This design comes from an exercise in tuning for small area, a short achievable clock period and few clock cycles per item on the open sky130 flow, not from production work.
RTL that was checked went through simulation tests only; none was proved equivalent to the original.
Only the layout flow was run in run 5; the RTL was not checked for function there.

--- design.v ---
module FA (input a, input b, input c, output s, output co);
    assign s = a ^ b ^ c;
    assign co = (a & b) | (c & (a ^ b));
endmodule
module HA (input a, input b, output s, output co);
    assign s = a ^ b;
    assign co = a & b;
endmodule
module GPI (input a, input b, output ng, output np);
    assign ng = ~(a & b);
    assign np = ~(a | b);
endmodule
module MGI (input gh, input ph, input gl, input pl, output g, output p);
    assign g = ~(gh & (ph | gl));
    assign p = ~(ph | pl);
endmodule
module MGP (input gh, input ph, input gl, input pl, output g, output p);
    assign g = ~(gh | (ph & gl));
    assign p = ~(ph & pl);
endmodule
module INV2 (input g, input p, output gn, output pn);
    assign gn = ~g;
    assign pn = ~p;
endmodule
module CSEL (input s, input a, input b, output y);
    assign y = s ? a : b;
endmodule
module CrossProduct (input [10:0] ax,
                     input [10:0] ay,
                     input [10:0] bx,
                     input [10:0] by,
                     input [9:0] nax,
                     input [9:0] nby,
                     output pos);
    wire [9:0] na = nax, nb = nby, mc = ay[9:0], md = bx[9:0];
    wire n1 = ax[10] ^ by[10];    
    wire n2 = ay[10] ^ bx[10];    
    wire x, pa, pb;
    assign pa = n1 ? (n2 & ~x) : (n2 | x);
    assign pb = n1 ? (n2 & x) : (n2 | ~x);
    wire p1, q2, p3, q4, p5, q6, p7, q8, p9, q10, p11, q12, p13, q14, p15, q16;
    wire p17, q18, p19, q20, p21, q22, p23, q24, p25, q26, p27, q28, p29, q30, p31, q32;
    wire p33, q34, p35, q36, p37, q38, p39, q40, p41, q42, p43, q44, p45, q46, p47, q48;
    wire p49, q50, p51, q52, p53, q54, p55, q56, p57, q58, p59, q60, p61, q62, p63, q64;
    wire p65, q66, p67, q68, p69, q70, p71, q72, p73, q74, p75, q76, p77, q78, p79, q80;
    wire p81, q82, p83, q84, p85, q86, p87, q88, p89, q90, p91, q92, p93, q94, p95, q96;
    wire p97, q98, p99, q100, p101, q102, p103, q104, p105, q106, p107, q108, p109, q110, p111, q112;
    wire p113, q114, p115, q116, p117, q118, p119, q120, p121, q122, p123, q124, p125, q126, p127, q128;
    wire p129, q130, p131, q132, p133, q134, p135, q136, p137, q138, p139, q140, p141, q142, p143, q144;
    wire p145, q146, p147, q148, p149, q150, p151, q152, p153, q154, p155, q156, p157, q158, p159, q160;
    wire p161, q162, p163, q164, p165, q166, p167, q168, p169, q170, p171, q172, p173, q174, p175, q176;
    wire p177, q178, p179, q180, p181, q182, p183, q184, p185, q186, p187, q188, p189, q190, p191, q192;
    wire p193, q194, p195, q196, p197, q198, p199, q200, s201, c202, s203, c204, s205, c206, s207, c208;
    wire s209, c210, s211, c212, s213, c214, s215, c216, s217, c218, s219, c220, s221, c222, s223, c224;
    wire s225, c226, s227, c228, s229, c230, s231, c232, s233, c234, s235, c236, s237, c238, s239, c240;
    wire s241, c242, s243, c244, s245, c246, s247, c248, s249, c250, s251, c252, s253, c254, s255, c256;
    wire s257, c258, s259, c260, s261, c262, s263, c264, s265, c266, s267, c268, s269, c270, s271, c272;
    wire s273, c274, s275, c276, s277, c278, s279, c280, s281, c282, s283, c284, s285, c286, s287, c288;
    wire s289, c290, s291, c292, s293, c294, s295, c296, s297, c298, s299, c300, s301, c302, s303, c304;
    wire s305, c306, s307, c308, s309, c310, s311, c312, s313, c314, s315, c316, s317, c318, s319, c320;
    wire s321, c322, s323, c324, s325, c326, s327, c328, s329, c330, s331, c332, s333, c334, s335, c336;
    wire s337, c338, s339, c340, s341, c342, s343, c344, s345, c346, s347, c348, s349, c350, s351, c352;
    wire s353, c354, s355, c356, s357, c358, s359, c360, s361, c362, s363, c364, s365, c366, s367, c368;
    wire s369, c370, s371, c372, s373, c374, s375, c376, s377, c378, s379, c380, s381, c382, s383, c384;
    wire s385, c386, s387, c388, s389, c390, s391, c392, s393, c394, s395, c396, s397, c398, s399, c400;
    wire s401, c402, s403, c404, s405, c406, s407, c408, s409, c410, s411, c412, s413, c414, s415, c416;
    wire s417, c418, s419, c420, s421, c422, s423, c424, s425, c426, s427, c428, s429, c430, s431, c432;
    wire s433, c434, s435, c436, s437, c438, s439, c440, s441, c442, s443, c444, s445, c446, s447, c448;
    wire s449, c450, s451, c452, s453, c454, s455, c456, s457, c458, s459, c460, s461, c462, s463, c464;
    wire s465, c466, s467, c468, s469, c470, s471, c472, s473, c474, s475, c476, s477, c478, s479, c480;
    wire s481, c482, s483, c484, s485, c486, s487, c488, s489, c490, s491, c492, s493, c494, s495, c496;
    wire s497, c498, s499, c500, s501, c502, s503, c504, s505, c506, s507, c508, s509, c510, s511, c512;
    wire s513, c514, s515, c516, s517, c518, s519, c520, s521, c522, s523, c524, s525, c526, s527, c528;
    wire s529, c530, s531, c532, s533, c534, s535, c536, s537, c538, s539, c540, s541, c542, s543, c544;
    wire s545, c546, s547, c548, s549, c550, s551, c552, s553, c554, s555, c556, s557, c558, s559, c560;
    wire s561, c562, s563, c564, g565, t566, g567, t568, g569, t570, g571, t572, g573, t574, g575, t576;
    wire g577, t578, g579, t580, g581, t582, g583, t584, g585, t586, g587, t588, g589, t590, g591, t592;
    wire g593, t594, g595, t596, g597, t598, g599, t600, g601, t602, g603, t604, G605, P606, G607, P608;
    wire G609, P610, G611, P612, G613, P614, G615, P616, G617, P618, G619, P620, G621, P622, G623, P624;
    wire G625, P626, G627, P628, G629, P630, G631, P632, G633, P634, G635, P636, G637, P638, G639, P640;
    wire G641, P642, G643, P644, G645, P646;
    assign p1 = ~(na[0] | nb[0]);
    assign q2 = ~(mc[0] & md[0]);
    assign p3 = ~(na[0] | nb[1]);
    assign q4 = ~(mc[0] & md[1]);
    assign p5 = ~(na[0] | nb[2]);
    assign q6 = ~(mc[0] & md[2]);
    assign p7 = ~(na[0] | nb[3]);
    assign q8 = ~(mc[0] & md[3]);
    assign p9 = ~(na[0] | nb[4]);
    assign q10 = ~(mc[0] & md[4]);
    assign p11 = ~(na[0] | nb[5]);
    assign q12 = ~(mc[0] & md[5]);
    assign p13 = ~(na[0] | nb[6]);
    assign q14 = ~(mc[0] & md[6]);
    assign p15 = ~(na[0] | nb[7]);
    assign q16 = ~(mc[0] & md[7]);
    assign p17 = ~(na[0] | nb[8]);
    assign q18 = ~(mc[0] & md[8]);
    assign p19 = ~(na[0] | nb[9]);
    assign q20 = ~(mc[0] & md[9]);
    assign p21 = ~(na[1] | nb[0]);
    assign q22 = ~(mc[1] & md[0]);
    assign p23 = ~(na[1] | nb[1]);
    assign q24 = ~(mc[1] & md[1]);
    assign p25 = ~(na[1] | nb[2]);
    assign q26 = ~(mc[1] & md[2]);
    assign p27 = ~(na[1] | nb[3]);
    assign q28 = ~(mc[1] & md[3]);
    assign p29 = ~(na[1] | nb[4]);
    assign q30 = ~(mc[1] & md[4]);
    assign p31 = ~(na[1] | nb[5]);
    assign q32 = ~(mc[1] & md[5]);
    assign p33 = ~(na[1] | nb[6]);
    assign q34 = ~(mc[1] & md[6]);
    assign p35 = ~(na[1] | nb[7]);
    assign q36 = ~(mc[1] & md[7]);
    assign p37 = ~(na[1] | nb[8]);
    assign q38 = ~(mc[1] & md[8]);
    assign p39 = ~(na[1] | nb[9]);
    assign q40 = ~(mc[1] & md[9]);
    assign p41 = ~(na[2] | nb[0]);
    assign q42 = ~(mc[2] & md[0]);
    assign p43 = ~(na[2] | nb[1]);
    assign q44 = ~(mc[2] & md[1]);
    assign p45 = ~(na[2] | nb[2]);
    assign q46 = ~(mc[2] & md[2]);
    assign p47 = ~(na[2] | nb[3]);
    assign q48 = ~(mc[2] & md[3]);
    assign p49 = ~(na[2] | nb[4]);
    assign q50 = ~(mc[2] & md[4]);
    assign p51 = ~(na[2] | nb[5]);
    assign q52 = ~(mc[2] & md[5]);
    assign p53 = ~(na[2] | nb[6]);
    assign q54 = ~(mc[2] & md[6]);
    assign p55 = ~(na[2] | nb[7]);
    assign q56 = ~(mc[2] & md[7]);
    assign p57 = ~(na[2] | nb[8]);
    assign q58 = ~(mc[2] & md[8]);
    assign p59 = ~(na[2] | nb[9]);
    assign q60 = ~(mc[2] & md[9]);
    assign p61 = ~(na[3] | nb[0]);
    assign q62 = ~(mc[3] & md[0]);
    assign p63 = ~(na[3] | nb[1]);
    assign q64 = ~(mc[3] & md[1]);
    assign p65 = ~(na[3] | nb[2]);
    assign q66 = ~(mc[3] & md[2]);
    assign p67 = ~(na[3] | nb[3]);
    assign q68 = ~(mc[3] & md[3]);
    assign p69 = ~(na[3] | nb[4]);
    assign q70 = ~(mc[3] & md[4]);
    assign p71 = ~(na[3] | nb[5]);
    assign q72 = ~(mc[3] & md[5]);
    assign p73 = ~(na[3] | nb[6]);
    assign q74 = ~(mc[3] & md[6]);
    assign p75 = ~(na[3] | nb[7]);
    assign q76 = ~(mc[3] & md[7]);
    assign p77 = ~(na[3] | nb[8]);
    assign q78 = ~(mc[3] & md[8]);
    assign p79 = ~(na[3] | nb[9]);
    assign q80 = ~(mc[3] & md[9]);
    assign p81 = ~(na[4] | nb[0]);
    assign q82 = ~(mc[4] & md[0]);
    assign p83 = ~(na[4] | nb[1]);
    assign q84 = ~(mc[4] & md[1]);
    assign p85 = ~(na[4] | nb[2]);
    assign q86 = ~(mc[4] & md[2]);
    assign p87 = ~(na[4] | nb[3]);
    assign q88 = ~(mc[4] & md[3]);
    assign p89 = ~(na[4] | nb[4]);
    assign q90 = ~(mc[4] & md[4]);
    assign p91 = ~(na[4] | nb[5]);
    assign q92 = ~(mc[4] & md[5]);
    assign p93 = ~(na[4] | nb[6]);
    assign q94 = ~(mc[4] & md[6]);
    assign p95 = ~(na[4] | nb[7]);
    assign q96 = ~(mc[4] & md[7]);
    assign p97 = ~(na[4] | nb[8]);
    assign q98 = ~(mc[4] & md[8]);
    assign p99 = ~(na[4] | nb[9]);
    assign q100 = ~(mc[4] & md[9]);
    assign p101 = ~(na[5] | nb[0]);
    assign q102 = ~(mc[5] & md[0]);
    assign p103 = ~(na[5] | nb[1]);
    assign q104 = ~(mc[5] & md[1]);
    assign p105 = ~(na[5] | nb[2]);
    assign q106 = ~(mc[5] & md[2]);
    assign p107 = ~(na[5] | nb[3]);
    assign q108 = ~(mc[5] & md[3]);
    assign p109 = ~(na[5] | nb[4]);
    assign q110 = ~(mc[5] & md[4]);
    assign p111 = ~(na[5] | nb[5]);
    assign q112 = ~(mc[5] & md[5]);
    assign p113 = ~(na[5] | nb[6]);
    assign q114 = ~(mc[5] & md[6]);
    assign p115 = ~(na[5] | nb[7]);
    assign q116 = ~(mc[5] & md[7]);
    assign p117 = ~(na[5] | nb[8]);
    assign q118 = ~(mc[5] & md[8]);
    assign p119 = ~(na[5] | nb[9]);
    assign q120 = ~(mc[5] & md[9]);
    assign p121 = ~(na[6] | nb[0]);
    assign q122 = ~(mc[6] & md[0]);
    assign p123 = ~(na[6] | nb[1]);
    assign q124 = ~(mc[6] & md[1]);
    assign p125 = ~(na[6] | nb[2]);
    assign q126 = ~(mc[6] & md[2]);
    assign p127 = ~(na[6] | nb[3]);
    assign q128 = ~(mc[6] & md[3]);
    assign p129 = ~(na[6] | nb[4]);
    assign q130 = ~(mc[6] & md[4]);
    assign p131 = ~(na[6] | nb[5]);
    assign q132 = ~(mc[6] & md[5]);
    assign p133 = ~(na[6] | nb[6]);
    assign q134 = ~(mc[6] & md[6]);
    assign p135 = ~(na[6] | nb[7]);
    assign q136 = ~(mc[6] & md[7]);
    assign p137 = ~(na[6] | nb[8]);
    assign q138 = ~(mc[6] & md[8]);
    assign p139 = ~(na[6] | nb[9]);
    assign q140 = ~(mc[6] & md[9]);
    assign p141 = ~(na[7] | nb[0]);
    assign q142 = ~(mc[7] & md[0]);
    assign p143 = ~(na[7] | nb[1]);
    assign q144 = ~(mc[7] & md[1]);
    assign p145 = ~(na[7] | nb[2]);
    assign q146 = ~(mc[7] & md[2]);
    assign p147 = ~(na[7] | nb[3]);
    assign q148 = ~(mc[7] & md[3]);
    assign p149 = ~(na[7] | nb[4]);
    assign q150 = ~(mc[7] & md[4]);
    assign p151 = ~(na[7] | nb[5]);
    assign q152 = ~(mc[7] & md[5]);
    assign p153 = ~(na[7] | nb[6]);
    assign q154 = ~(mc[7] & md[6]);
    assign p155 = ~(na[7] | nb[7]);
    assign q156 = ~(mc[7] & md[7]);
    assign p157 = ~(na[7] | nb[8]);
    assign q158 = ~(mc[7] & md[8]);
    assign p159 = ~(na[7] | nb[9]);
    assign q160 = ~(mc[7] & md[9]);
    assign p161 = ~(na[8] | nb[0]);
    assign q162 = ~(mc[8] & md[0]);
    assign p163 = ~(na[8] | nb[1]);
    assign q164 = ~(mc[8] & md[1]);
    assign p165 = ~(na[8] | nb[2]);
    assign q166 = ~(mc[8] & md[2]);
    assign p167 = ~(na[8] | nb[3]);
    assign q168 = ~(mc[8] & md[3]);
    assign p169 = ~(na[8] | nb[4]);
    assign q170 = ~(mc[8] & md[4]);
    assign p171 = ~(na[8] | nb[5]);
    assign q172 = ~(mc[8] & md[5]);
    assign p173 = ~(na[8] | nb[6]);
    assign q174 = ~(mc[8] & md[6]);
    assign p175 = ~(na[8] | nb[7]);
    assign q176 = ~(mc[8] & md[7]);
    assign p177 = ~(na[8] | nb[8]);
    assign q178 = ~(mc[8] & md[8]);
    assign p179 = ~(na[8] | nb[9]);
    assign q180 = ~(mc[8] & md[9]);
    assign p181 = ~(na[9] | nb[0]);
    assign q182 = ~(mc[9] & md[0]);
    assign p183 = ~(na[9] | nb[1]);
    assign q184 = ~(mc[9] & md[1]);
    assign p185 = ~(na[9] | nb[2]);
    assign q186 = ~(mc[9] & md[2]);
    assign p187 = ~(na[9] | nb[3]);
    assign q188 = ~(mc[9] & md[3]);
    assign p189 = ~(na[9] | nb[4]);
    assign q190 = ~(mc[9] & md[4]);
    assign p191 = ~(na[9] | nb[5]);
    assign q192 = ~(mc[9] & md[5]);
    assign p193 = ~(na[9] | nb[6]);
    assign q194 = ~(mc[9] & md[6]);
    assign p195 = ~(na[9] | nb[7]);
    assign q196 = ~(mc[9] & md[7]);
    assign p197 = ~(na[9] | nb[8]);
    assign q198 = ~(mc[9] & md[8]);
    assign p199 = ~(na[9] | nb[9]);
    assign q200 = ~(mc[9] & md[9]);
    FA fs201 (.a(p19), .b(q20), .c(p37), .s(s201), .co(c202));
    HA hs203 (.a(p39), .b(q40), .s(s203), .co(c204));
    FA fs205 (.a(p13), .b(q14), .c(p31), .s(s205), .co(c206));
    FA fs207 (.a(p15), .b(q16), .c(p33), .s(s207), .co(c208));
    FA fs209 (.a(q34), .b(p51), .c(q52), .s(s209), .co(c210));
    HA hs211 (.a(p69), .b(q70), .s(s211), .co(c212));
    FA fs213 (.a(p17), .b(q18), .c(p35), .s(s213), .co(c214));
    FA fs215 (.a(q36), .b(p53), .c(q54), .s(s215), .co(c216));
    FA fs217 (.a(p71), .b(q72), .c(p89), .s(s217), .co(c218));
    FA fs219 (.a(q90), .b(p107), .c(q108), .s(s219), .co(c220));
    HA hs221 (.a(p125), .b(q126), .s(s221), .co(c222));
    FA fs223 (.a(s201), .b(q38), .c(p55), .s(s223), .co(c224));
    FA fs225 (.a(q56), .b(p73), .c(q74), .s(s225), .co(c226));
    FA fs227 (.a(p91), .b(q92), .c(p109), .s(s227), .co(c228));
    FA fs229 (.a(q110), .b(p127), .c(q128), .s(s229), .co(c230));
    FA fs231 (.a(p145), .b(q146), .c(p163), .s(s231), .co(c232));
    HA hs233 (.a(q164), .b(p181), .s(s233), .co(c234));
    FA fs235 (.a(s203), .b(p57), .c(q58), .s(s235), .co(c236));
    FA fs237 (.a(p75), .b(q76), .c(p93), .s(s237), .co(c238));
    FA fs239 (.a(q94), .b(p111), .c(q112), .s(s239), .co(c240));
    FA fs241 (.a(p129), .b(q130), .c(p147), .s(s241), .co(c242));
    FA fs243 (.a(q148), .b(p165), .c(q166), .s(s243), .co(c244));
    FA fs245 (.a(p183), .b(q184), .c(c202), .s(s245), .co(c246));
    FA fs247 (.a(p59), .b(q60), .c(p77), .s(s247), .co(c248));
    FA fs249 (.a(q78), .b(p95), .c(q96), .s(s249), .co(c250));
    FA fs251 (.a(p113), .b(q114), .c(p131), .s(s251), .co(c252));
    FA fs253 (.a(q132), .b(p149), .c(q150), .s(s253), .co(c254));
    FA fs255 (.a(p167), .b(q168), .c(p185), .s(s255), .co(c256));
    FA fs257 (.a(p79), .b(q80), .c(p97), .s(s257), .co(c258));
    FA fs259 (.a(q98), .b(p115), .c(q116), .s(s259), .co(c260));
    FA fs261 (.a(p133), .b(q134), .c(p151), .s(s261), .co(c262));
    FA fs263 (.a(p99), .b(q100), .c(p117), .s(s263), .co(c264));
    FA fs265 (.a(p9), .b(q10), .c(p27), .s(s265), .co(c266));
    FA fs267 (.a(p11), .b(q12), .c(p29), .s(s267), .co(c268));
    FA fs269 (.a(q30), .b(p47), .c(q48), .s(s269), .co(c270));
    HA hs271 (.a(p65), .b(q66), .s(s271), .co(c272));
    FA fs273 (.a(s205), .b(q32), .c(p49), .s(s273), .co(c274));
    FA fs275 (.a(q50), .b(p67), .c(q68), .s(s275), .co(c276));
    FA fs277 (.a(p85), .b(q86), .c(p103), .s(s277), .co(c278));
    HA hs279 (.a(q104), .b(p121), .s(s279), .co(c280));
    FA fs281 (.a(s207), .b(s209), .c(s211), .s(s281), .co(c282));
    FA fs283 (.a(p87), .b(q88), .c(p105), .s(s283), .co(c284));
    FA fs285 (.a(q106), .b(p123), .c(q124), .s(s285), .co(c286));
    FA fs287 (.a(p141), .b(q142), .c(c206), .s(s287), .co(c288));
    FA fs289 (.a(s213), .b(s215), .c(s217), .s(s289), .co(c290));
    FA fs291 (.a(s219), .b(s221), .c(p143), .s(s291), .co(c292));
    FA fs293 (.a(q144), .b(p161), .c(q162), .s(s293), .co(c294));
    FA fs295 (.a(c208), .b(c210), .c(c212), .s(s295), .co(c296));
    FA fs297 (.a(s223), .b(s225), .c(s227), .s(s297), .co(c298));
    FA fs299 (.a(s229), .b(s231), .c(s233), .s(s299), .co(c300));
    FA fs301 (.a(q182), .b(c214), .c(c216), .s(s301), .co(c302));
    FA fs303 (.a(c218), .b(c220), .c(c222), .s(s303), .co(c304));
    FA fs305 (.a(s235), .b(s237), .c(s239), .s(s305), .co(c306));
    FA fs307 (.a(s241), .b(s243), .c(s245), .s(s307), .co(c308));
    FA fs309 (.a(c224), .b(c226), .c(c228), .s(s309), .co(c310));
    FA fs311 (.a(c230), .b(c232), .c(c234), .s(s311), .co(c312));
    FA fs313 (.a(s247), .b(s249), .c(s251), .s(s313), .co(c314));
    FA fs315 (.a(s253), .b(s255), .c(q186), .s(s315), .co(c316));
    FA fs317 (.a(c204), .b(c236), .c(c238), .s(s317), .co(c318));
    FA fs319 (.a(c240), .b(c242), .c(c244), .s(s319), .co(c320));
    FA fs321 (.a(s257), .b(s259), .c(s261), .s(s321), .co(c322));
    FA fs323 (.a(q152), .b(p169), .c(q170), .s(s323), .co(c324));
    FA fs325 (.a(p187), .b(q188), .c(c248), .s(s325), .co(c326));
    FA fs327 (.a(c250), .b(c252), .c(c254), .s(s327), .co(c328));
    FA fs329 (.a(s263), .b(q118), .c(p135), .s(s329), .co(c330));
    FA fs331 (.a(q136), .b(p153), .c(q154), .s(s331), .co(c332));
    FA fs333 (.a(p171), .b(q172), .c(p189), .s(s333), .co(c334));
    FA fs335 (.a(q190), .b(c258), .c(c260), .s(s335), .co(c336));
    FA fs337 (.a(p119), .b(q120), .c(p137), .s(s337), .co(c338));
    FA fs339 (.a(q138), .b(p155), .c(q156), .s(s339), .co(c340));
    FA fs341 (.a(p173), .b(q174), .c(p191), .s(s341), .co(c342));
    FA fs343 (.a(p139), .b(q140), .c(p157), .s(s343), .co(c344));
    HA hs345 (.a(p5), .b(q6), .s(s345), .co(c346));
    FA fs347 (.a(p7), .b(q8), .c(p25), .s(s347), .co(c348));
    FA fs349 (.a(q26), .b(p43), .c(q44), .s(s349), .co(c350));
    FA fs351 (.a(s265), .b(q28), .c(p45), .s(s351), .co(c352));
    FA fs353 (.a(q46), .b(p63), .c(q64), .s(s353), .co(c354));
    HA hs355 (.a(p81), .b(q82), .s(s355), .co(c356));
    FA fs357 (.a(s267), .b(s269), .c(s271), .s(s357), .co(c358));
    FA fs359 (.a(p83), .b(q84), .c(p101), .s(s359), .co(c360));
    assign s361 = ~(q102 ^ c266);
    assign c362 = q102 | c266;
    FA fs363 (.a(s273), .b(s275), .c(s277), .s(s363), .co(c364));
    FA fs365 (.a(s279), .b(q122), .c(c268), .s(s365), .co(c366));
    assign s367 = ~(c270 ^ c272);
    assign c368 = c270 | c272;
    FA fs369 (.a(s281), .b(s283), .c(s285), .s(s369), .co(c370));
    FA fs371 (.a(s287), .b(c274), .c(c276), .s(s371), .co(c372));
    assign s373 = ~(c278 ^ c280);
    assign c374 = c278 | c280;
    FA fs375 (.a(s289), .b(s291), .c(s293), .s(s375), .co(c376));
    FA fs377 (.a(s295), .b(c282), .c(c284), .s(s377), .co(c378));
    assign s379 = ~(c286 ^ c288);
    assign c380 = c286 | c288;
    FA fs381 (.a(s297), .b(s299), .c(s301), .s(s381), .co(c382));
    FA fs383 (.a(s303), .b(c290), .c(c292), .s(s383), .co(c384));
    assign s385 = ~(c294 ^ c296);
    assign c386 = c294 | c296;
    FA fs387 (.a(s305), .b(s307), .c(s309), .s(s387), .co(c388));
    FA fs389 (.a(s311), .b(c298), .c(c300), .s(s389), .co(c390));
    assign s391 = ~(c302 ^ c304);
    assign c392 = c302 | c304;
    FA fs393 (.a(s313), .b(s315), .c(s317), .s(s393), .co(c394));
    FA fs395 (.a(s319), .b(c246), .c(c306), .s(s395), .co(c396));
    FA fs397 (.a(c308), .b(c310), .c(c312), .s(s397), .co(c398));
    FA fs399 (.a(s321), .b(s323), .c(s325), .s(s399), .co(c400));
    FA fs401 (.a(s327), .b(c256), .c(c314), .s(s401), .co(c402));
    FA fs403 (.a(c316), .b(c318), .c(c320), .s(s403), .co(c404));
    FA fs405 (.a(s329), .b(s331), .c(s333), .s(s405), .co(c406));
    FA fs407 (.a(s335), .b(c262), .c(c322), .s(s407), .co(c408));
    FA fs409 (.a(c324), .b(c326), .c(c328), .s(s409), .co(c410));
    FA fs411 (.a(s337), .b(s339), .c(s341), .s(s411), .co(c412));
    FA fs413 (.a(q192), .b(c264), .c(c330), .s(s413), .co(c414));
    FA fs415 (.a(c332), .b(c334), .c(c336), .s(s415), .co(c416));
    FA fs417 (.a(s343), .b(q158), .c(p175), .s(s417), .co(c418));
    FA fs419 (.a(q176), .b(p193), .c(q194), .s(s419), .co(c420));
    FA fs421 (.a(c338), .b(c340), .c(c342), .s(s421), .co(c422));
    FA fs423 (.a(p159), .b(q160), .c(p177), .s(s423), .co(c424));
    FA fs425 (.a(q178), .b(p195), .c(q196), .s(s425), .co(c426));
    HA hs427 (.a(p3), .b(q4), .s(s427), .co(c428));
    FA fs429 (.a(s345), .b(p23), .c(q24), .s(s429), .co(c430));
    HA hs431 (.a(p41), .b(q42), .s(s431), .co(c432));
    FA fs433 (.a(s347), .b(s349), .c(p61), .s(s433), .co(c434));
    assign s435 = ~(q62 ^ c346);
    assign c436 = q62 | c346;
    FA fs437 (.a(s351), .b(s353), .c(s355), .s(s437), .co(c438));
    assign s439 = ~(c348 ^ c350);
    assign c440 = c348 | c350;
    FA fs441 (.a(s357), .b(s359), .c(s361), .s(s441), .co(c442));
    FA fs443 (.a(c352), .b(c354), .c(c356), .s(s443), .co(c444));
    FA fs445 (.a(s363), .b(s365), .c(s367), .s(s445), .co(c446));
    FA fs447 (.a(c358), .b(c360), .c(c362), .s(s447), .co(c448));
    FA fs449 (.a(s369), .b(s371), .c(s373), .s(s449), .co(c450));
    FA fs451 (.a(c364), .b(c366), .c(c368), .s(s451), .co(c452));
    FA fs453 (.a(s375), .b(s377), .c(s379), .s(s453), .co(c454));
    FA fs455 (.a(c370), .b(c372), .c(c374), .s(s455), .co(c456));
    FA fs457 (.a(s381), .b(s383), .c(s385), .s(s457), .co(c458));
    FA fs459 (.a(c376), .b(c378), .c(c380), .s(s459), .co(c460));
    FA fs461 (.a(s387), .b(s389), .c(s391), .s(s461), .co(c462));
    FA fs463 (.a(c382), .b(c384), .c(c386), .s(s463), .co(c464));
    FA fs465 (.a(s393), .b(s395), .c(s397), .s(s465), .co(c466));
    FA fs467 (.a(c388), .b(c390), .c(c392), .s(s467), .co(c468));
    FA fs469 (.a(s399), .b(s401), .c(s403), .s(s469), .co(c470));
    FA fs471 (.a(c394), .b(c396), .c(c398), .s(s471), .co(c472));
    FA fs473 (.a(s405), .b(s407), .c(s409), .s(s473), .co(c474));
    FA fs475 (.a(c400), .b(c402), .c(c404), .s(s475), .co(c476));
    FA fs477 (.a(s411), .b(s413), .c(s415), .s(s477), .co(c478));
    FA fs479 (.a(c406), .b(c408), .c(c410), .s(s479), .co(c480));
    FA fs481 (.a(s417), .b(s419), .c(s421), .s(s481), .co(c482));
    FA fs483 (.a(c412), .b(c414), .c(c416), .s(s483), .co(c484));
    FA fs485 (.a(s423), .b(s425), .c(c344), .s(s485), .co(c486));
    FA fs487 (.a(c418), .b(c420), .c(c422), .s(s487), .co(c488));
    FA fs489 (.a(p179), .b(q180), .c(p197), .s(s489), .co(c490));
    FA fs491 (.a(q198), .b(c424), .c(c426), .s(s491), .co(c492));
    HA hs493 (.a(s427), .b(p21), .s(s493), .co(c494));
    FA fs495 (.a(s429), .b(s431), .c(c428), .s(s495), .co(c496));
    FA fs497 (.a(s433), .b(s435), .c(c430), .s(s497), .co(c498));
    FA fs499 (.a(s437), .b(s439), .c(c434), .s(s499), .co(c500));
    FA fs501 (.a(s441), .b(s443), .c(c438), .s(s501), .co(c502));
    FA fs503 (.a(s445), .b(s447), .c(c442), .s(s503), .co(c504));
    FA fs505 (.a(s449), .b(s451), .c(c446), .s(s505), .co(c506));
    FA fs507 (.a(s453), .b(s455), .c(c450), .s(s507), .co(c508));
    FA fs509 (.a(s457), .b(s459), .c(c454), .s(s509), .co(c510));
    FA fs511 (.a(s461), .b(s463), .c(c458), .s(s511), .co(c512));
    FA fs513 (.a(s465), .b(s467), .c(c462), .s(s513), .co(c514));
    FA fs515 (.a(s469), .b(s471), .c(c466), .s(s515), .co(c516));
    FA fs517 (.a(s473), .b(s475), .c(c470), .s(s517), .co(c518));
    FA fs519 (.a(s477), .b(s479), .c(c474), .s(s519), .co(c520));
    FA fs521 (.a(s481), .b(s483), .c(c478), .s(s521), .co(c522));
    FA fs523 (.a(s485), .b(s487), .c(c482), .s(s523), .co(c524));
    FA fs525 (.a(s489), .b(s491), .c(c486), .s(s525), .co(c526));
    FA fs527 (.a(p199), .b(q200), .c(c490), .s(s527), .co(c528));
    HA hs529 (.a(s493), .b(q22), .s(s529), .co(c530));
    assign s531 = ~(s495 ^ c494);
    assign c532 = s495 | c494;
    FA fs533 (.a(s497), .b(c432), .c(c496), .s(s533), .co(c534));
    FA fs535 (.a(s499), .b(c436), .c(c498), .s(s535), .co(c536));
    FA fs537 (.a(s501), .b(c440), .c(c500), .s(s537), .co(c538));
    FA fs539 (.a(s503), .b(c444), .c(c502), .s(s539), .co(c540));
    FA fs541 (.a(s505), .b(c448), .c(c504), .s(s541), .co(c542));
    FA fs543 (.a(s507), .b(c452), .c(c506), .s(s543), .co(c544));
    FA fs545 (.a(s509), .b(c456), .c(c508), .s(s545), .co(c546));
    FA fs547 (.a(s511), .b(c460), .c(c510), .s(s547), .co(c548));
    FA fs549 (.a(s513), .b(c464), .c(c512), .s(s549), .co(c550));
    FA fs551 (.a(s515), .b(c468), .c(c514), .s(s551), .co(c552));
    FA fs553 (.a(s517), .b(c472), .c(c516), .s(s553), .co(c554));
    FA fs555 (.a(s519), .b(c476), .c(c518), .s(s555), .co(c556));
    FA fs557 (.a(s521), .b(c480), .c(c520), .s(s557), .co(c558));
    FA fs559 (.a(s523), .b(c484), .c(c522), .s(s559), .co(c560));
    FA fs561 (.a(s525), .b(c488), .c(c524), .s(s561), .co(c562));
    FA fs563 (.a(s527), .b(c492), .c(c526), .s(s563), .co(c564));
    GPI ug565 (.a(p1), .b(q2), .ng(g565), .np(t566));
    assign g567 = ~s529;
    assign t568 = 1'b0;
    GPI ug569 (.a(s531), .b(c530), .ng(g569), .np(t570));
    GPI ug571 (.a(s533), .b(c532), .ng(g571), .np(t572));
    GPI ug573 (.a(s535), .b(c534), .ng(g573), .np(t574));
    GPI ug575 (.a(s537), .b(c536), .ng(g575), .np(t576));
    GPI ug577 (.a(s539), .b(c538), .ng(g577), .np(t578));
    GPI ug579 (.a(s541), .b(c540), .ng(g579), .np(t580));
    GPI ug581 (.a(s543), .b(c542), .ng(g581), .np(t582));
    GPI ug583 (.a(s545), .b(c544), .ng(g583), .np(t584));
    GPI ug585 (.a(s547), .b(c546), .ng(g585), .np(t586));
    GPI ug587 (.a(s549), .b(c548), .ng(g587), .np(t588));
    GPI ug589 (.a(s551), .b(c550), .ng(g589), .np(t590));
    GPI ug591 (.a(s553), .b(c552), .ng(g591), .np(t592));
    GPI ug593 (.a(s555), .b(c554), .ng(g593), .np(t594));
    GPI ug595 (.a(s557), .b(c556), .ng(g595), .np(t596));
    GPI ug597 (.a(s559), .b(c558), .ng(g597), .np(t598));
    GPI ug599 (.a(s561), .b(c560), .ng(g599), .np(t600));
    GPI ug601 (.a(s563), .b(c562), .ng(g601), .np(t602));
    GPI ug603 (.a(c528), .b(c564), .ng(g603), .np(t604));
    MGI mG605 (.gh(g603), .ph(t604), .gl(g601), .pl(t602), .g(G605), .p(P606));
    MGI mG607 (.gh(g599), .ph(t600), .gl(g597), .pl(t598), .g(G607), .p(P608));
    MGI mG609 (.gh(g595), .ph(t596), .gl(g593), .pl(t594), .g(G609), .p(P610));
    MGI mG611 (.gh(g591), .ph(t592), .gl(g589), .pl(t590), .g(G611), .p(P612));
    MGI mG613 (.gh(g587), .ph(t588), .gl(g585), .pl(t586), .g(G613), .p(P614));
    MGI mG615 (.gh(g583), .ph(t584), .gl(g581), .pl(t582), .g(G615), .p(P616));
    MGI mG617 (.gh(g579), .ph(t580), .gl(g577), .pl(t578), .g(G617), .p(P618));
    MGI mG619 (.gh(g575), .ph(t576), .gl(g573), .pl(t574), .g(G619), .p(P620));
    MGI mG621 (.gh(g571), .ph(t572), .gl(g569), .pl(t570), .g(G621), .p(P622));
    MGI mG623 (.gh(g567), .ph(t568), .gl(g565), .pl(t566), .g(G623), .p(P624));
    MGP mG625 (.gh(G605), .ph(P606), .gl(G607), .pl(P608), .g(G625), .p(P626));
    MGP mG627 (.gh(G609), .ph(P610), .gl(G611), .pl(P612), .g(G627), .p(P628));
    MGP mG629 (.gh(G613), .ph(P614), .gl(G615), .pl(P616), .g(G629), .p(P630));
    MGP mG631 (.gh(G617), .ph(P618), .gl(G619), .pl(P620), .g(G631), .p(P632));
    MGP mG633 (.gh(G621), .ph(P622), .gl(G623), .pl(P624), .g(G633), .p(P634));
    MGI mG635 (.gh(G625), .ph(P626), .gl(G627), .pl(P628), .g(G635), .p(P636));
    MGI mG637 (.gh(G629), .ph(P630), .gl(G631), .pl(P632), .g(G637), .p(P638));
    INV2 iG639 (.g(G633), .p(P634), .gn(G639), .pn(P640));
    MGP mG641 (.gh(G635), .ph(P636), .gl(G637), .pl(P638), .g(G641), .p(P642));
    INV2 iG643 (.g(G639), .p(P640), .gn(G643), .pn(P644));
    MGI mG645 (.gh(G641), .ph(P642), .gl(G643), .pl(P644), .g(G645), .p(P646));
    assign x = 1'b1;
    CSEL usel (.s(G645), .a(pa), .b(pb), .y(pos));
endmodule
module geofence (clk,
                 reset,
                 X,
                 Y,
                 valid,
                 is_inside);
    input clk;
    input reset;
    input [9:0] X;
    input [9:0] Y;
    output valid;
    output is_inside;
    reg [3:0] cnt;
    reg [9:0] px, py;
    reg [10:0] ux, uy, sx, sy, ex, ey;    
    reg ins, vld;
    wire cs, ce;
    wire [9:0] nsx = ~sx[9:0], nex = ~ex[9:0], nuy = ~uy[9:0];
    CrossProduct C0 (.ax(sx), .ay(sy), .bx(ux), .by(uy), .nax(nsx), .nby(nuy), .pos(cs));
    CrossProduct C1 (.ax(ex), .ay(ey), .bx(ux), .by(uy), .nax(nex), .nby(nuy), .pos(ce));
    assign valid = vld;
    assign is_inside = ins;
    always @(posedge clk or posedge reset) begin
        if (reset) begin
            cnt <= 4'd0;
            vld <= 1'b0;
        end else begin
            cnt <= (cnt == 4'd8) ? 4'd0 : cnt + 4'd1;
            vld <= (cnt == 4'd7);
        end
    end
    wire [10:0] dx = {1'b0, X} - {1'b0, px};
    wire [10:0] dy = {1'b0, Y} - {1'b0, py};
    wire [9:0] lx, ly;    
    assign lx[0] = 1'b0;
    assign ly[0] = 1'b0;
    genvar j;
    generate
        for (j = 1; j < 10; j = j + 1) begin : neg
            assign lx[j] = lx[j-1] | dx[j-1];
            assign ly[j] = ly[j-1] | dy[j-1];
        end
    endgenerate
    wire [9:0] mx = dx[9:0] ^ ({10{dx[10]}} & lx);
    wire [9:0] my = dy[9:0] ^ ({10{dy[10]}} & ly);
    wire place = cnt >= 4'd3 && cnt <= 4'd7;
    always @(posedge clk) begin
        if (cnt == 4'd0) begin
            px <= X;
            py <= Y;
        end
        ux <= {dx[10], mx};
        uy <= {dy[10], my};
        if (cnt == 4'd2 || (place && !cs && !ce)) begin
            sx <= ux;
            sy <= uy;
        end
        if (cnt == 4'd2 || (place && cs && ce)) begin
            ex <= ux;
            ey <= uy;
        end
        if (cnt == 4'd2)
            ins <= 1'b0;
        else if (place && !cs && ce)
            ins <= 1'b1;
    end
endmodule
--- run.sh ---
#!/bin/bash
# synth_recipe.tcl (not shown) runs the flow's synth.tcl, then flattens the netlist and writes it again
# the make line also repeats each setting of config.mk as NAME=value (left out here)
make -C /OpenROAD-flow-scripts/flow DESIGN_CONFIG=/design/flow/config.mk WORK_HOME=/design/flow/orfs CLKGATE_MAP_FILE= SYNTH_SCRIPT=/design/flow/synth_recipe.tcl finish
--- config.mk ---
export PLATFORM = sky130hd
export DESIGN_NAME = geofence
export DESIGN_NICKNAME = geofence
export VERILOG_FILES = /design/flow/design.v
export SDC_FILE = /design/flow/constraint.sdc
export NUM_CORES = 4
export LEC_CHECK = 0
export CAP_MARGIN = 20
export CORE_MARGIN = 2
export CORE_UTILIZATION = 40
export CTS_BUF_LIST = sky130_fd_sc_hd__clkbuf_4 sky130_fd_sc_hd__clkbuf_8
export SETUP_SLACK_MARGIN = 2.0
export SLEW_MARGIN = 20
export SYNTH_HIERARCHICAL = 1
export SYNTH_MINIMUM_KEEP_SIZE = 0
--- constraint.sdc ---
create_clock -name core_clock -period 7.5 [get_ports {clk}]
set_input_delay 1.5000 -clock core_clock [delete_from_list [all_inputs] [get_ports {clk}]]
set_output_delay 1.5000 -clock core_clock [all_outputs]
set_load 0.01 [all_outputs]
==> results of run 1 <==
[layout make-up]
type	count	share of cell area (%)
tap	461	3.65
clock buffer	9	0.785
inverter	139	3.68
timing repair inverter	1	0.0317
sequential	92	16.0
multi-input combinational	1090	68.7
clock inverter	7	0.325
timing repair buffer	119	6.85
[stage by stage]
stage	area (sq um)	utilization (%)	worst slack, ns
floorplan	14300	-	1.86
global placement	14800	41.9	1.10
detailed placement	14800	41.9	1.02
CTS	15600	44.3	1.57
global route	15800	44.7	1.37
finish	15800	44.7	1.57
[what timing repair did]
item,CTS,global route
pin swaps,11,3
gates cloned,6,0
buffers inserted,56,14
endpoints found under the setup margin,45,45
gates resized for setup,38,10
[flip-flops by register name (all words and copies together) (netlist names)]
signal  count
sy         11
ex         11
ins         1
py         10
sx         11
ux         11
vld         1
px         10
cnt         4
ey         11
uy         11
[final timing paths]
path	slack, ns	cells after the start	to
worst max register to register	1.57	21	ex[8]
min in group asynchronous	1.35	2	cnt[1]
worst max-delay path	1.57	21	ex[8]
worst min register to register	0.48	0	sy[8]
worst min-delay path	0.48	0	sy[8]
max in group asynchronous	5.97	2	cnt[2]
[per-layer routing]
layer  vias up  global-route usage, %
li1       4359                      -
met1      4945                   27.3
met2       419                   33.8
met3        68                   4.55
met4         0                   5.90
met5         -                      0
==> notes.md, run 1 <==
gp weighted congestion=0.829; Critical Path AT=6.03 ns; unrepaired setup endpoints after global routing=yes; H-Tree Depth=3; via count=9791; nets@finish=1863; Hold WC Path Type=reg2reg; worst stage delay on the critical path=0.55 ns; 1st-pass router iterations=5; Chip Width=193 um; most frequent cells in the layout=fa_1, nor2_1, nand2_1; RR Startpoint=uy[8]; clk sinks=92; grt total ovfl=0; commonest non-fill, non-tap cell in the layout=fa_1; Final Hold Vio Count=0; Synth Area per Inst=10.2 sq um; CP top delay family=adder cells; initial antenna violation count=0; Worst-Margin Slew=0.663 ns; Hold Crit Start=uy[8]; DR DRC count=0; hold_buf cts=0; first-pass GRT wire length=57.6 mm; Most common cell on crit path=fa_1; Port Buffers=23; CP Launch Type=flop; post-layout minimum cycle time=5.93 ns; Area growth syn-to-layout=10.6%; Final Slew Violations=0; CTS tree=done; Critical-path top delay cell=fa_2; GRT Total Usage=20.5%; clk buf depth=2; Max-cap violations=0; layout cells sized above 1=16.7%; Max Fclk=0.169 GHz; HPWL Detailed=26.4 mm; io pins=24; Worst Path Required=7.60 ns; status=timing/DRC/antenna clean; post-route insts no fill=1918; relative slew slack=55.8%; Die Span Y=193 um; core area=35300 sq um; Routed WL per cell=18.2 um; DRT antenna net count=0; Setup crit end kind=flop; metal3 WL=3.16 mm; final wirelength=34.8 mm; setup violators final=0; Storage cell area=2530 sq um; Final period util=79.0%; largest net degree at the start of global routing=23; Placed Cells=1826; CP Max Fanout=6; Hold Slack=0.478 ns; vias in the first global route=10700; Yosys warning total=7; cells after synthesis=1398; row count=69; Clock transition at path regs=0.10 ns; CP Buf/Inv Count=4; Die ar.=37200 sq um; DR WL met2=16.7 mm; Iter 0 DRT Violations=702; Post-Syn Nets=1809; met1 wire length=14.1 mm; clock latency (worst-skew pair)=0.37 ns; area of the multi-input gates=10800 sq um; ANT cells=0; Initial Util=40.4%; origin of the worst setup path=uy[8]; max layer used=met4; clk root buf=clkbuf_8; Vias/cell=5.10; setup_tns=0 ns; filler instances=3315; Crit Path Category=reg2reg; CTS Buf Count=9; Worst Clk Skew=0.0159 ns; crit path cell chain=clkinvlp_4, buf_6, nor2_4, fa_1, fa_2, fa_1, fa_2, fa_2, fa_1, fa_1, nor2_2, nor2_1, nand2_1, nor2_1, nand2_1, o21ai_2, mux2_4, o211ai_1, buf_4, a21oi_4, buf_12; Cell Area, Synth=14300 sq um
Testbench counts, summed over its fixed seeds: cycles 28,800, tests 3,200.
==> inputs of run 2 (changes only) <==
--- a/config.mk
+++ b/config.mk
@@ -9,7 +9,7 @@
 export CORE_MARGIN = 2
 export CORE_UTILIZATION = 40
 export CTS_BUF_LIST = sky130_fd_sc_hd__clkbuf_4 sky130_fd_sc_hd__clkbuf_8
-export SETUP_SLACK_MARGIN = 2.0
+export SETUP_SLACK_MARGIN = 1.5
 export SLEW_MARGIN = 20
 export SYNTH_HIERARCHICAL = 1
 export SYNTH_MINIMUM_KEEP_SIZE = 0
==> notes.md, run 2 <==
Storage cell area=2530 sq um; GRT Total Usage=20.2%; status=timing/DRC/antenna clean; Crit Path Category=reg2reg; CTS Buf Count=9; Synth Area per Inst=10.2 sq um; hold-critical path depth=0; Die Span Y=193 um; worst r2r path cells=19; setup violators final=0; CP Max Fanout=10; io pins=24; 1st-pass router iterations=5; worst stage delay on the critical path=0.57 ns; clk sinks=92; ANT cells=0; filler instances=3287; unrepaired setup endpoints after global routing=yes; core area=35300 sq um; Area growth syn-to-layout=10.3%; cells after synthesis=1398; dpl ws=0.844 ns; H-Tree Depth=3; r2r setup slk=1.56 ns; vias in the first global route=10700; Worst Path Required=7.60 ns; clock latency (worst-skew pair)=0.38 ns; Hold WC Path Type=reg2reg; HPWL Detailed=26.8 mm; CP Buf/Inv Count=3; CP Launch Type=flop; clk root buf=clkbuf_8; layout cells sized above 1=17.3%; grt total ovfl=0; crit path cell chain=clkinvlp_4, nor2_2, fa_1, fa_1, fa_1, fa_1, fa_1, fa_1, nor2_1, nor2_1, nand2_1, nor2_2, nand2_1, o21ai_2, mux2_4, o211ai_1, buf_4, a21oi_4, clkbuf_16; DR DRC count=0; Final Hold Vio Count=0; CTS tree=done; Routed WL per cell=18.0 um; setup_tns=0 ns; first-pass GRT wire length=56.9 mm; Max Fclk=0.168 GHz; Iter 0 DRT Violations=748; DRT antenna net count=0; Vias/cell=5.08; R2R Path End=ex[9]; clk buf depth=2; nets@finish=1855; Port Buffers=23; Hold Crit Start=uy[2]; Yosys warning total=7; commonest non-fill, non-tap cell in the layout=fa_1; final wirelength=34.4 mm; initial antenna violation count=1; most frequent cells in the layout=fa_1, nor2_1, nand2_1; row count=69; gp weighted congestion=0.855; Clock transition at path regs=0.11 ns; Final Slew Violations=0; Worst Clk Skew=0.0239 ns; post-layout minimum cycle time=5.94 ns; Critical Path AT=6.05 ns; largest net degree at the start of global routing=23; min setup slack post-route=1.56 ns; Die ar.=37200 sq um; Final period util=79.3%; Setup crit end kind=flop; Max-cap violations=0; RR Startpoint=ex[4]; Most common cell on crit path=fa_1; Cell Area, Synth=14300 sq um; Chip Width=193 um; relative slew slack=50.0%; area of the multi-input gates=10800 sq um; Initial Util=40.4%; Critical-path top delay cell=fa_1; Worst-Margin Slew=0.749 ns; Post-Syn Nets=1809; hold worst-path end=sy[2]; via count=9709; CP top delay family=adder cells
-- run 2: cell count changes in the layout (fill, tap and decap cells not counted), moves of 3 or more --
cell / delta
dfxtp_2: +3
clkinvlp_4: +3
inv_1: -6
fa_1: -5
inv_4: +3
buf_4: -6
nor2_2: +4
fa_2: +5
-- run 2: worst max path at each step --
stage / depth (start not counted) / endpoint / startpoint / slack [ns]
final: 19 / ex[9] / ex[4] / 1.56
after global routing: 21 / ey[0] / uy[8] / 1.37
after CTS: 20 / ex[2] / uy[8] / 1.50
after detailed placement: 17 / sx[7] / ux[9] / 0.84
after global placement: 17 / sy[6] / ux[9] / 0.99
after floorplan: 19 / sx[0] / uy[9] / 1.52
-- run 2: area by class of cell --
| type | instances | share of cell area (%) |
|---|---|---|
| inverter | 139 | 3.82 |
| clock inverter | 6 | 0.294 |
| tap | 461 | 3.67 |
| sequential | 92 | 16.1 |
| timing repair buffer | 112 | 6.39 |
| multi-input combinational | 1090 | 68.9 |
| clock buffer | 10 | 0.835 |
-- run 2: metal layers --
layer | GRT usage [%] | up-vias | part of all wire, %
li1 | - | 4348 | -
met1 | 26.9 | 4907 | 41
met5 | 0 | - | 0.032
met4 | 6.28 | 2 | 3.1
met3 | 3.95 | 72 | 8.1
met2 | 33.3 | 380 | 47
-- run 2: per-stage QoR --
| step | cells | instance area (sq um) | hold WS, ns | utilization (%) |
|---|---|---|---|---|
| final | 1910 | 15700 | 0.483 | 44.6 |
| after global routing | 1910 | 15700 | 0.487 | 44.6 |
| after CTS | 1899 | 15600 | 0.481 | 44.1 |
| after detailed placement | 1827 | 14700 | 0.435 | 41.7 |
| after global placement | 1827 | 14700 | 0.432 | 41.7 |
| after floorplan | 1398 | 14300 | 0.426 | - |
-- run 2: repair_timing --
item                                   4_1_cts  5_1_grt
setup endpoints to repair                   45       45
gates cloned                                 5        0
setup buffers                               51       11
pin swaps                                   33       21
endpoints found under the hold margin        0        0
hold buffers                                 0        0
resized for setup                           53       29
==> inputs of run 3 (changes only) <==
--- a/config.mk
+++ b/config.mk
@@ -9,7 +9,7 @@
 export CORE_MARGIN = 2
 export CORE_UTILIZATION = 40
 export CTS_BUF_LIST = sky130_fd_sc_hd__clkbuf_4 sky130_fd_sc_hd__clkbuf_8
-export SETUP_SLACK_MARGIN = 1.5
+export SETUP_SLACK_MARGIN = 2.5
 export SLEW_MARGIN = 20
 export SYNTH_HIERARCHICAL = 1
 export SYNTH_MINIMUM_KEEP_SIZE = 0
==> notes.md, run 3 <==
Max Fclk=0.168 GHz; Die Span Y=193 um; CTS Buf Count=9; Final period util=79.3%; row count=69; Post-Syn Nets=1809; Port Buffers=23; 1st-pass router iterations=5; metal3 WL=3.14 mm; unrepaired setup endpoints after global routing=yes; clk sinks=92; Initial Util=40.4%; ANT cells=0; nets@finish=1846; hold_buf cts=0; Die ar.=37200 sq um; Critical-path top delay cell=fa_2; Chip Width=193 um; Final Slew Violations=0; worst stage delay on the critical path=0.55 ns; setup violators final=0; GRT Total Usage=20.8%; Synth Area per Inst=10.2 sq um; crit path cell chain=clkinvlp_4, buf_12, nor2_4, fa_2, fa_2, fa_1, fa_2, fa_2, fa_2, fa_1, nor2_2, o21ai_2, a21oi_2, o21ai_2, a21oi_2, o21ai_2, mux2_4, o211ai_1, buf_4, a21oi_4, clkbuf_16; Hold WC Path Type=reg2reg; commonest non-fill, non-tap cell in the layout=fa_1; Routed WL per cell=18.7 um; gp weighted congestion=0.848; fin area=15700 sq um; origin of the worst setup path=uy[9]; initial antenna violation count=0; Clock transition at path regs=0.10 ns; DR WL met2=16.7 mm; first-pass GRT wire length=58.2 mm; setup_tns=0 ns; worst r2r path cells=21; Setup crit end kind=flop; DRT antenna net count=0; max layer used=met4; Final Hold Vio Count=0; hold-critical path depth=0; Crit Path Category=reg2reg; Cell Area, Synth=14300 sq um; H-Tree Depth=3; Critical Path AT=6.06 ns; clock latency (worst-skew pair)=0.38 ns; core area=35300 sq um; Max-cap violations=0; vias in the first global route=10900; RR Startpoint=uy[9]; CP Max Fanout=5; largest net degree at the start of global routing=23; clk root buf=clkbuf_8; relative slew slack=48.9%; final wirelength=35.5 mm; Worst Path Required=7.61 ns; post-layout minimum cycle time=5.94 ns; clk buf depth=2; Area growth syn-to-layout=9.96%; hold worst-path end=ey[8]; DR DRC count=0; R2R Path End=ey[1]; CP Launch Type=flop; cells after synthesis=1398; most frequent cells in the layout=fa_1, nor2_1, nand2_1; Iter 0 DRT Violations=748; Hold Crit Start=uy[8]; via count=9845; r2r setup slk=1.56 ns; grt total ovfl=0; io pins=24; Yosys warning total=7; Worst Clk Skew=0.0161 ns; DP Area=14800 sq um; HPWL Detailed=26.7 mm; layout cells sized above 1=16.6%; Most common cell on crit path=fa_2; Worst-Margin Slew=0.765 ns; Vias/cell=5.18; CTS tree=done; status=timing/DRC/antenna clean; met1 wire length=14.6 mm
-- run 3: metrics by stage --
stage	setup slack, ns	util, %	hold WS (ns)	cells
after floorplan	1.86	-	0.426	1398
after global placement	1.09	41.9	0.431	1826
after detailed placement	0.985	41.9	0.453	1826
after CTS	1.60	44.1	0.477	1893
after global routing	1.38	44.4	0.479	1901
final	1.56	44.4	0.478	1901
-- run 3: layer usage --
metal  GRT usage (%)  vias up
li1                -     4331
met1            27.6     5053
met2            33.3      391
met3            5.09       70
met4            7.43        0
met5               0        -
-- run 3: cell type report --
type	count	area [sq um]
fillers	3323	19600
multi-input cells	1090	10900
flip-flops and latches	92	2530
repair buffers	102	927
well taps	461	577
inverters	139	574
clock buffers	9	124
clock inverters	7	80.1
repair inverters	1	5.00
-- run 3: how the worst max path moves through the flow --
stage	endpoint	cells after the start
detailed placement	ey[2]	18
CTS	ex[7]	20
finish	ey[1]	21
floorplan	ex[0]	19
global placement	ey[6]	18
global route	ey[1]	21
-- run 3: timing repair --
| action | 4_1_cts | 5_1_grt |
|---|---|---|
| cloned | 5 | 1 |
| endpoints found under the setup margin | 45 | 45 |
| resized for setup | 50 | 11 |
| buffers inserted | 46 | 7 |
| pin swaps | 31 | 5 |
-- run 3: worst max-delay path: cells and delay by family, from the launching register on --
kind,cells,cell delay [ns]
mux,1,0.23
buf+inv,4,0.73
compound gates,7,0.76
flops,1,0.37
simple gates,2,0.21
fa+ha+maj,7,3.38
==> inputs of run 4 (changes only) <==
==> flow/run.sh (new file) <==
#!/bin/bash
# The standard layout (standard.sh), with one change: the input and output
# ports are buffered with sky130_fd_sc_hd__buf_1 instead of the default port
# buffer cell. standard.sh's full output goes to flow.log; ORFS keeps each
# step's own log under orfs/logs/.
set -o pipefail
export BUFFER_PORTS_ARGS="-buffer_cell sky130_fd_sc_hd__buf_1"
bash standard.sh > flow.log 2>&1
==> standard.sh (new file) <==
#!/bin/bash
# synth_recipe.tcl (not shown) runs the flow's synth.tcl, then flattens the netlist and writes it again
# the make line also repeats each setting of config.mk as NAME=value (left out here)
make -C /OpenROAD-flow-scripts/flow DESIGN_CONFIG=/design/flow/config.mk WORK_HOME=/design/flow/orfs CLKGATE_MAP_FILE= SYNTH_SCRIPT=/design/flow/synth_recipe.tcl "${@:-finish}"
removed: run.sh
==> notes.md, run 4 <==
CTS Buf Count=9; commonest non-fill, non-tap cell in the layout=fa_1; relative slew slack=46.5%; crit path cell chain=inv_1, nor2_1, fa_1, fa_1, fa_1, fa_1, fa_1, fa_1, nor2_1, nor2_1, nand2_1, nor2_2, nand2_1, o21ai_2, mux2_4, o211ai_1, buf_4, a21oi_4, buf_12; HPWL Detailed=26.6 mm; Die ar.=37200 sq um; DR DRC count=0; Yosys warning total=7; Worst Clk Skew=0.0135 ns; Storage cell area=2520 sq um; Die Span Y=193 um; setup_tns=0 ns; vias in the first global route=10800; status=timing/DRC/antenna clean; grt total ovfl=0; Chip Width=193 um; CP Max Fanout=11; area of the multi-input gates=10900 sq um; CP Buf/Inv Count=3; Iter 0 DRT Violations=663; first-pass GRT wire length=57.9 mm; Placed Cells=1828; Clock transition at path regs=0.10 ns; initial antenna violation count=0; row count=69; clk root buf=clkbuf_8; clk buf depth=2; Worst Path Required=7.64 ns; Hold WC Path Type=reg2reg; GRT Total Usage=20.6%; gp weighted congestion=0.826; CTS tree=done; Setup crit end kind=flop; Crit Path Category=reg2reg; Most common cell on crit path=fa_1; Routed WL per cell=18.3 um; clock latency (worst-skew pair)=0.38 ns; Post-Syn Nets=1809; Critical Path AT=6.08 ns; unrepaired setup endpoints after global routing=yes; via count=9800; post-layout minimum cycle time=5.94 ns; Critical-path top delay cell=fa_1; core area=35300 sq um; DRT antenna net count=0; worst stage delay on the critical path=0.56 ns; final wirelength=35.0 mm; CP Launch Type=flop; layout cells sized above 1=16.9%; clk sinks=92; Port Buffers=23; Synth Area per Inst=10.2 sq um; Max-cap violations=0; ANT cells=0; Max Fclk=0.168 GHz; nets@finish=1855; Final Slew Violations=0; post-route insts no fill=1910; Cell Area, Synth=14300 sq um; 1st-pass router iterations=5; io pins=24; filler instances=3274; Final period util=79.2%; H-Tree Depth=3; most frequent cells in the layout=fa_1, nor2_1, nand2_1; Worst-Margin Slew=0.801 ns; Hold Slack=0.482 ns; Initial Util=40.4%; Final Hold Vio Count=0; hold_buf cts=0; cells after synthesis=1398; CP top delay family=adder cells; Area growth syn-to-layout=9.22%; Vias/cell=5.13; largest net degree at the start of global routing=23; setup violators final=0
[run 4: metal layers]
metal / up-vias / global-route usage [%] / part of all wire [%]
li1: 4344 / - / -
met3: 69 / 3.24 / 8.3
met1: 4967 / 28.0 / 41
met5: - / 0 / 0
met4: 0 / 5.84 / 2.5
met2: 420 / 34.3 / 48
[run 4: area by class of cell]
cell class,instances,share of cell area [%]
Inverter,139,3.73
Timing Repair Buffer,111,5.47
Tap cell,461,3.70
Timing Repair inverter,1,0.0321
Multi-Input combinational cell,1090,69.7
Clock inverter,7,0.369
Sequential cell,92,16.2
Clock buffer,9,0.795
[run 4: path summary, 6_finish.rpt]
| check | from | endpoint | slack [ns] | depth (start not counted) |
|---|---|---|---|---|
| setup / recovery | ex[4] | ey[9] | 1.56 | 19 |
| max in group asynchronous | reset | cnt[2] | 6.34 | 2 |
| min in group asynchronous | reset | cnt[0] | 0.99 | 2 |
| hold / removal | uy[5] | ey[5] | 0.48 | 0 |
| hold reg to reg | uy[5] | ey[5] | 0.48 | 0 |
| setup reg to reg | ex[4] | ey[9] | 1.56 | 19 |
[run 4: timing repair]
| action | in CTS | in global routing |
|---|---|---|
| setup buffers | 48 | 13 |
| pin swaps | 14 | 7 |
| setup endpoints to repair | 45 | 45 |
| resized for setup | 43 | 18 |
| cloned | 5 | 0 |
[run 4: stage by stage]
step | setup WS (ns) | cell area [sq um] | util, %
finish | 1.56 | 15600 | 44.1
global placement | 1.08 | 14600 | 41.5
floorplan | 1.86 | 14300 | -
global route | 1.35 | 15600 | 44.1
detailed placement | 1.04 | 14600 | 41.5
CTS | 1.62 | 15400 | 43.7
==> inputs of run 5 (changes only) <==
--- a/design.v
+++ b/design.v
@@ -25,16 +25,18 @@
 module CSEL (input s, input a, input b, output y);
     assign y = s ? a : b;
 endmodule
-module CrossProduct (input [10:0] ax,
-                     input [10:0] ay,
-                     input [10:0] bx,
-                     input [10:0] by,
+module CrossProduct (input ax_sign,
                      input [9:0] nax,
+                     input ay_sign,
+                     input [9:0] ay,
+                     input bx_sign,
+                     input [9:0] bx,
+                     input by_sign,
                      input [9:0] nby,
                      output pos);
-    wire [9:0] na = nax, nb = nby, mc = ay[9:0], md = bx[9:0];
-    wire n1 = ax[10] ^ by[10];    
-    wire n2 = ay[10] ^ bx[10];    
+    wire [9:0] na = nax, nb = nby, mc = ay, md = bx;
+    wire n1 = ax_sign ^ by_sign;    
+    wire n2 = ay_sign ^ bx_sign;    
     wire x, pa, pb;
     assign pa = n1 ? (n2 & ~x) : (n2 | x);
     assign pb = n1 ? (n2 & x) : (n2 | ~x);
@@ -529,12 +531,17 @@
     output is_inside;
     reg [3:0] cnt;
     reg [9:0] px, py;
-    reg [10:0] ux, uy, sx, sy, ex, ey;    
+    reg ux_s, uy_s, sx_s, sy_s, ex_s, ey_s;    
+    reg [9:0] ux_m, uy_n;                      
+    reg [9:0] sx_n, sy_m, ex_n, ey_m;          
     reg ins, vld;
     wire cs, ce;
-    wire [9:0] nsx = ~sx[9:0], nex = ~ex[9:0], nuy = ~uy[9:0];
-    CrossProduct C0 (.ax(sx), .ay(sy), .bx(ux), .by(uy), .nax(nsx), .nby(nuy), .pos(cs));
-    CrossProduct C1 (.ax(ex), .ay(ey), .bx(ux), .by(uy), .nax(nex), .nby(nuy), .pos(ce));
+    CrossProduct C0 (.ax_sign(sx_s), .nax(sx_n), .ay_sign(sy_s), .ay(sy_m),
+                     .bx_sign(ux_s), .bx(ux_m), .by_sign(uy_s), .nby(uy_n),
+                     .pos(cs));
+    CrossProduct C1 (.ax_sign(ex_s), .nax(ex_n), .ay_sign(ey_s), .ay(ey_m),
+                     .bx_sign(ux_s), .bx(ux_m), .by_sign(uy_s), .nby(uy_n),
+                     .pos(ce));
     assign valid = vld;
     assign is_inside = ins;
     always @(posedge clk or posedge reset) begin
@@ -566,15 +573,21 @@
             px <= X;
             py <= Y;
         end
-        ux <= {dx[10], mx};
-        uy <= {dy[10], my};
+        ux_s <= dx[10];
+        uy_s <= dy[10];
+        ux_m <= mx;
+        uy_n <= ~my;
         if (cnt == 4'd2 || (place && !cs && !ce)) begin
-            sx <= ux;
-            sy <= uy;
+            sx_s <= ux_s;
+            sy_s <= uy_s;
+            sx_n <= ~ux_m;
+            sy_m <= ~uy_n;
         end
         if (cnt == 4'd2 || (place && cs && ce)) begin
-            ex <= ux;
-            ey <= uy;
+            ex_s <= ux_s;
+            ey_s <= uy_s;
+            ex_n <= ~ux_m;
+            ey_m <= ~uy_n;
         end
         if (cnt == 4'd2)
             ins <= 1'b0;
==> run.sh (new file) <==
#!/bin/bash
# synth_recipe.tcl (not shown) runs the flow's synth.tcl, then flattens the netlist and writes it again
# the make line also repeats each setting of config.mk as NAME=value (left out here)
make -C /OpenROAD-flow-scripts/flow DESIGN_CONFIG=/design/flow/config.mk WORK_HOME=/design/flow/orfs CLKGATE_MAP_FILE= SYNTH_SCRIPT=/design/flow/synth_recipe.tcl finish
removed: flow/run.sh
removed: standard.sh
==> notes.md, run 5 <==
Final period util=82.8%; CP Max Fanout=11; GRT Total Usage=20.2%; CTS Buf Count=9; Hold WC Path Type=reg2reg; core area=35500 sq um; Area growth syn-to-layout=8.95%; status=timing/DRC/antenna clean; Setup crit end kind=flop; gp weighted congestion=0.865; Worst-Margin Slew=0.782 ns; Worst Path Required=7.60 ns; DR DRC count=0; unrepaired setup endpoints after global routing=yes; met3 Track Usage GR=3.75%; clk buf depth=2; nets@finish=1860; Hold Crit Start=cnt[0]; clk root buf=clkbuf_8; via count=9955; DRT antenna net count=0; Vias/cell=5.20; Max-cap violations=0; largest net degree at the start of global routing=23; relative slew slack=47.8%; Worst Clk Skew=0.0151 ns; layout cells sized above 1=13.5%; vias in the first global route=11000; final wirelength=36.1 mm; commonest non-fill, non-tap cell in the layout=fa_1; ANT cells=0; Post-Syn Nets=1832; H-Tree Depth=3; setup violators final=0; CP Launch Type=flop; Critical Path AT=6.31 ns; Die ar.=37400 sq um; Final Slew Violations=0; initial antenna violation count=0; grt total ovfl=0; Max Fclk=0.161 GHz; row count=69; RR Startpoint=sx_n[6]; HPWL Detailed=28.5 mm; cells after synthesis=1421; routing usage on met2=33.9%; Cell Area, Synth=14400 sq um; CTS tree=done; Port Buffers=23; first-pass GRT wire length=58.4 mm; clock latency (worst-skew pair)=0.38 ns; Chip Width=193 um; Initial Util=40.5%; hold_buf cts=0; most frequent cells in the layout=fa_1, nor2_1, nand2_1; clk sinks=92; 1st-pass router iterations=5; origin of the worst setup path=sx_n[6]; io pins=24; Clock transition at path regs=0.10 ns; Synth Area per Inst=10.1 sq um; Iter 0 DRT Violations=745; most used routing layer=met2; Crit Path Category=reg2reg; post-layout minimum cycle time=6.21 ns; Final Hold Vio Count=0; setup_tns=0 ns; Die Span Y=193 um; Yosys warning total=7; filler instances=3353; Routed WL per cell=18.9 um; Global Route met1 Usage=26.2%
==> run 5: cell types whose count changed in the layout (fill, tap and decap cells not counted), moves of 7 or more <==
cell             previous run  this run
a21oi_2                    19        12
buf_6                       8         1
clkinvlp_4                 17         0
inv_1                     121       131
buf_1                      23         0
a21oi_1                     6        17
clkdlybuf4s50_1             0        23
o21a_1                      0         7
o21ai_0                     3        10
==> run 5: path summary, 6_finish.rpt <==
check                           slack [ns]  cells after the start       to
worst max-delay path                  1.29                     18  sx_n[9]
worst min-delay path                  0.49                      1   cnt[0]
worst max register to register        1.29                     18  sx_n[9]
worst min register to register        0.49                      1   cnt[0]
max in group asynchronous             6.02                      2   cnt[2]
min in group asynchronous             1.30                      2   cnt[1]
==> run 5: per-layer routing <==
layer  up-vias  part of all wire (%)
met5         -                     0
met4         0                   3.8
met3        82                   7.6
met2       396                    48
met1      5046                    40
li1       4431                     -
==> run 5: timing repair <==
item	CTS	global route
pin swaps	0	3
cloned	3	0
endpoints found under the setup margin	45	45
buffers inserted	22	21
gates resized for setup	32	8
==> run 5: cell type report <==
type | instances | area (sq um) | area share [%]
inverter | 132 | 495 | 3.17
clock buffer | 10 | 138 | 0.880
multi-input combinational | 1112 | 10900 | 69.7
clock inverter | 6 | 70.1 | 0.448
timing repair buffer | 102 | 930 | 5.94
sequential | 92 | 2530 | 16.2
tap | 461 | 577 | 3.69
==> run 5: worst max-delay path, cell delays in order (launching register included) <==
cell and delay, ns:
edfxtp_1 0.74, nor2_1 0.14, fa_1 0.58, fa_1 0.45, fa_1 0.54, fa_1 0.52, fa_1 0.53, fa_1 0.57
nand2_1 0.08, o21ai_2 0.19, a21oi_2 0.08, o21ai_2 0.23, a21oi_2 0.06, o21ai_2 0.09, mux2_4 0.32, or3_4 0.40
a21oi_4 0.14, buf_4 0.15, buf_12 0.13
==> run 5: through the flow <==
stage	utilization (%)	hold WS, ns	instances	setup slack (ns)	area [sq um]
detailed placement	42.1	0.477	1853	1.05	14900
CTS	43.6	0.498	1894	1.32	15500
global route	44.1	0.529	1915	1.17	15600
global placement	42.1	0.473	1853	1.09	14900
finish	44.1	0.491	1915	1.29	15600
floorplan	-	0.448	1421	1.49	14500

port drivers added, routing unchanged:
The results above use ideal ports. As a check the final layouts listed here were re-extracted and re-timed, cells and wires unchanged. Step 1, drivers: a clkbuf_16 drives clk and a buf_2 each remaining input, both assumed. Step 2 also shifts input and output timing later by t, the mid clock arrival at the registers, as if the neighbouring blocks saw the same clock. Slacks: no drivers / after step 1 / after step 2; pairs: no drivers / after step 1.
run | t, ns | slack for setup (ns) | worst hold slack (ns) | slew at the worst register clock pin (ns)
run 1 | 0.398 | 1.573 / 1.573 / 1.573 | 0.478 / 0.478 / 0.478 | 0.10 / 0.10
run 2 | 0.403 | 1.556 / 1.556 / 1.556 | 0.483 / 0.483 / 0.483 | 0.11 / 0.11
run 3 | 0.404 | 1.556 / 1.556 / 1.556 | 0.478 / 0.478 / 0.478 | 0.10 / 0.10
run 4 | 0.404 | 1.561 / 1.561 / 1.561 | 0.482 / 0.482 / 0.482 | 0.10 / 0.10
run 5 | 0.418 | 1.287 / 1.287 / 1.287 | 0.491 / 0.491 / 0.491 | 0.10 / 0.10
After both steps every run listed still meets setup and hold.
